This design comes from an exercise in tuning for small area and few clock cycles per item on the open sky130 flow, not from production work.
At most, simulation tests tie the RTL to the original design; equivalence was not proved.

// md5_pipe
module md5_pipe (
    input          clk,
    input          rst_n,       
    input          in_valid,
    output         in_ready,
    input  [63:0]  msg,         
    output         out_valid,
    output [127:0] hash,        
    output [63:0]  out_msg      
);
For scale: roughly 43000 cells after synthesis, about 5900 flip-flops, roughly 260 I/O pins, ~290000 um2 of cells after synthesis.
export LEC_CHECK = 0
export CAP_MARGIN = 20
export CORE_MARGIN = 2
export CORE_UTILIZATION = 50
export GPL_TIMING_DRIVEN = 1
export SLEW_MARGIN = 20
create_clock -name core_clock -period 12.5 [get_ports {clk}]
standard.sh (not shown) runs the stock make flow with config.mk's settings and CLKGATE_MAP_FILE= SYNTH_SCRIPT=/design/flow/synth_recipe.tcl, a recipe that flattens the netlist after the stock synthesis.
==> flow/flow/run.sh <==
#!/bin/bash
set -euo pipefail
W=$PWD
rm -rf "$W/scripts_mod"
cp -r "$FLOW_HOME/scripts" "$W/scripts_mod"
cp "$W/flow/abc.script" "$W/scripts_mod/abc_speed.script"
bash "$W/standard.sh" SCRIPTS_DIR="$W/scripts_mod" SYNTH_ARGS=-noabc ADDER_MAP_FILE= \
  "CTS_ARGS=-sink_clustering_enable -repair_clock_nets -dont_use_dummy_load -buf_list sky130_fd_sc_hd__clkbuf_8 -sink_clustering_size 15 -sink_clustering_max_diameter 70" \
  finish > "$W/orfs_make.log" 2>&1
==> flow/flow/abc.script <==
strash
dch
amap
buffer -c
topo
stime -c
upsize -c
dnsize -c
==> next run, changes <==
--- a/flow/design.v
+++ b/flow/design.v
@@ -37,30 +37,30 @@
 reg [31:0] s26_t52, s26_b52, s26_b51, s26_x53, s26_m0, s26_m1;
 reg [31:0] s27_t54, s27_b54, s27_b53, s27_x55, s27_m0, s27_m1;
 reg [31:0] s28_t56, s28_b56, s28_b55, s28_x57, s28_m0, s28_m1;
 reg [31:0] s29_t58, s29_b58, s29_b57, s29_x59, s29_m0, s29_m1;
 reg [31:0] s30_t60, s30_b60, s30_b59, s30_x61, s30_m0, s30_m1;
 reg [31:0] s31_t62, s31_b62, s31_b61, s31_x63, s31_m0, s31_m1;
 reg [31:1] v;
 always @(posedge clk) begin
     v <= {v[30:1], in_valid} & {31{rst_n}};
 end
 wire [31:0] f0 = (32'hefcdab89 & 32'h98badcfe) | (~32'hefcdab89 & 32'h10325476);
 wire [31:0] x0 = m0_in + 32'h3eafc779;
-wire [31:0] t0 = add32(x0, f0);
+wire [31:0] t0 = add32_io(x0, f0);
 wire [31:0] b1 = 32'hefcdab89 + {t0[24:0], t0[31:25]};
 wire [31:0] f1 = (b1 & 32'hefcdab89) | (~b1 & 32'h98badcfe);
 wire [31:0] x1 = m1_in + 32'hf8fa0bcc;
-wire [31:0] t1 = add32(x1, f1);
-wire [31:0] b2 = add32(b1, {t1[19:0], t1[31:20]});
+wire [31:0] t1 = add32_io(x1, f1);
+wire [31:0] b2 = add32_io(b1, {t1[19:0], t1[31:20]});
 always @(posedge clk) begin
     s1_b2 <= b2;
     s1_b1 <= b1;
     s1_m0 <= m0_in;
     s1_m1 <= m1_in;
 end
 wire [31:0] f2 = (s1_b2 & s1_b1) | (~s1_b2 & 32'hefcdab89);
 wire [31:0] t2 = 32'hbcdb4e59 + f2;
 wire [31:0] b3 = add32(s1_b2, {t2[14:0], t2[31:15]});
 wire [31:0] f3 = (b3 & s1_b2) | (~b3 & s1_b1);
 wire [31:0] t3 = 32'hb18b7a77 + f3;
 wire [31:0] b4 = add32(b3, {t3[9:0], t3[31:10]});
@@ -531,27 +531,27 @@
 wire [31:0] f62 = b61 ^ (b62 | ~s30_b60);
 wire [31:0] x62 = s30_b59 + 32'h2ad7d33b;
 wire [31:0] t62 = add32(x62, f62);
 wire [31:0] px63 = s30_b60 + 32'heb86d391;
 always @(posedge clk) begin
     s31_t62 <= t62;
     s31_b62 <= b62;
     s31_b61 <= b61;
     s31_x63 <= px63;
     s31_m0 <= s30_m0;
     s31_m1 <= s30_m1;
 end
-wire [31:0] b63 = add32(s31_b62, {s31_t62[16:0], s31_t62[31:17]});
+wire [31:0] b63 = add32_io(s31_b62, {s31_t62[16:0], s31_t62[31:17]});
 wire [31:0] f63 = s31_b62 ^ (b63 | ~s31_b61);
-wire [31:0] t63 = add32(s31_x63, f63);
+wire [31:0] t63 = add32_io(s31_x63, f63);
 wire [31:0] hb = b63 + {t63[10:0], t63[31:11]} + 32'hefcdab89;
 wire [31:0] ha = s31_b61 + 32'h67452301;
 wire [31:0] hc = b63 + 32'h98badcfe;
 wire [31:0] hd = s31_b62 + 32'h10325476;
 assign hash = {{ha[7:0], ha[15:8], ha[23:16], ha[31:24]}, {hb[7:0], hb[15:8], hb[23:16], hb[31:24]}, {hc[7:0], hc[15:8], hc[23:16], hc[31:24]}, {hd[7:0], hd[15:8], hd[23:16], hd[31:24]}};
 assign out_msg = {{s31_m0[7:0], s31_m0[15:8], s31_m0[23:16], s31_m0[31:24]}, {s31_m1[7:0], s31_m1[15:8], s31_m1[23:16], s31_m1[31:24]}};
 assign out_valid = v[31];
 function [31:0] add32;    
     input [31:0] a, b;
     reg [31:0] g, p;
     reg [15:0] G, P, Gn, Pn;
     reg [32:0] c;
@@ -579,24 +579,43 @@
                     Pn[i] = P[i] & P[i - (1 << l)];
                 end
             G = Gn; P = Pn;
         end
         c[0] = 1'b0;
         for (i = 0; i < 16; i = i + 1) begin
             c[2*i+1] = g[2*i] | (p[2*i] & c[2*i]);
             c[2*i+2] = G[i];
         end
         add32 = a ^ b ^ c[31:0];
     end
 endfunction
+function [31:0] add32_io;    
+    input [31:0] a, b;
+    reg [31:0] g, p, gn, pn;
+    integer l, i, j;
+    begin
+        g = a & b; p = a ^ b;
+        for (l = 0; l < 5; l = l + 1) begin
+            gn = g; pn = p;
+            for (i = 0; i < 32; i = i + 1)
+                if ((i >> l) & 1) begin
+                    j = ((i >> l) << l) - 1;
+                    gn[i] = g[i] | (p[i] & g[j]);
+                    pn[i] = p[i] & p[j];
+                end
+            g = gn; p = pn;
+        end
+        add32_io = a ^ b ^ {g[30:0], 1'b0};
+    end
+endfunction
 endmodule
 module md5_pipe (
     input          clk,
     input          rst_n,       
     input          in_valid,
     output         in_ready,
     input  [63:0]  msg,         
     output         out_valid,
     output [127:0] hash,        
     output [63:0]  out_msg      
 );
 assign in_ready = 1'b1;
Via count goes down by 0.31%.
Die area goes up by 0.39%.
Routed wire length fell by 1.1%.
Setup slack is worse by 0.27 ns.
Final cell count is about the same.
Global-route usage came out lower by 0.60 points.
Sequential share of layout area stays flat.
Synthesized area came out higher by 0.39%.
Count of clock-buffer cells in the layout came out higher by 5.
Testbench counts after the change, summed over its fixed seeds: cycles 6,186, items 6,000.
Function not checked in the first run of this note: the RTL went through the layout flow alone.

-- port drivers added, routing unchanged --
The flow's constraints put no driver on any port. The routed layouts listed below were extracted and timed again, unchanged, in two steps. Step 1: set_driving_cell puts a clkbuf_16 on clk and a buf_2 on each other input, an assumption about the parent block. Step 2 also shifts input and output timing later by t, the mid clock arrival at the registers, as if the neighbouring blocks saw the same clock. Slacks: no drivers / after step 1 / after step 2; pairs: no drivers / after step 1.
run	t, ns	slack for setup (ns)	worst setup path after step 2
the first run	1.388	0.628 / 0.496 / -0.607	input to register
the second run	1.367	0.358 / 0.216 / -0.090	input to register
With both steps, setup timing fails in the first run and the second run, where it was met with ideal ports. For the first run, which loses most, drivers alone change the setup slack by -0.132 ns; drivers and shift together by -1.235 ns.
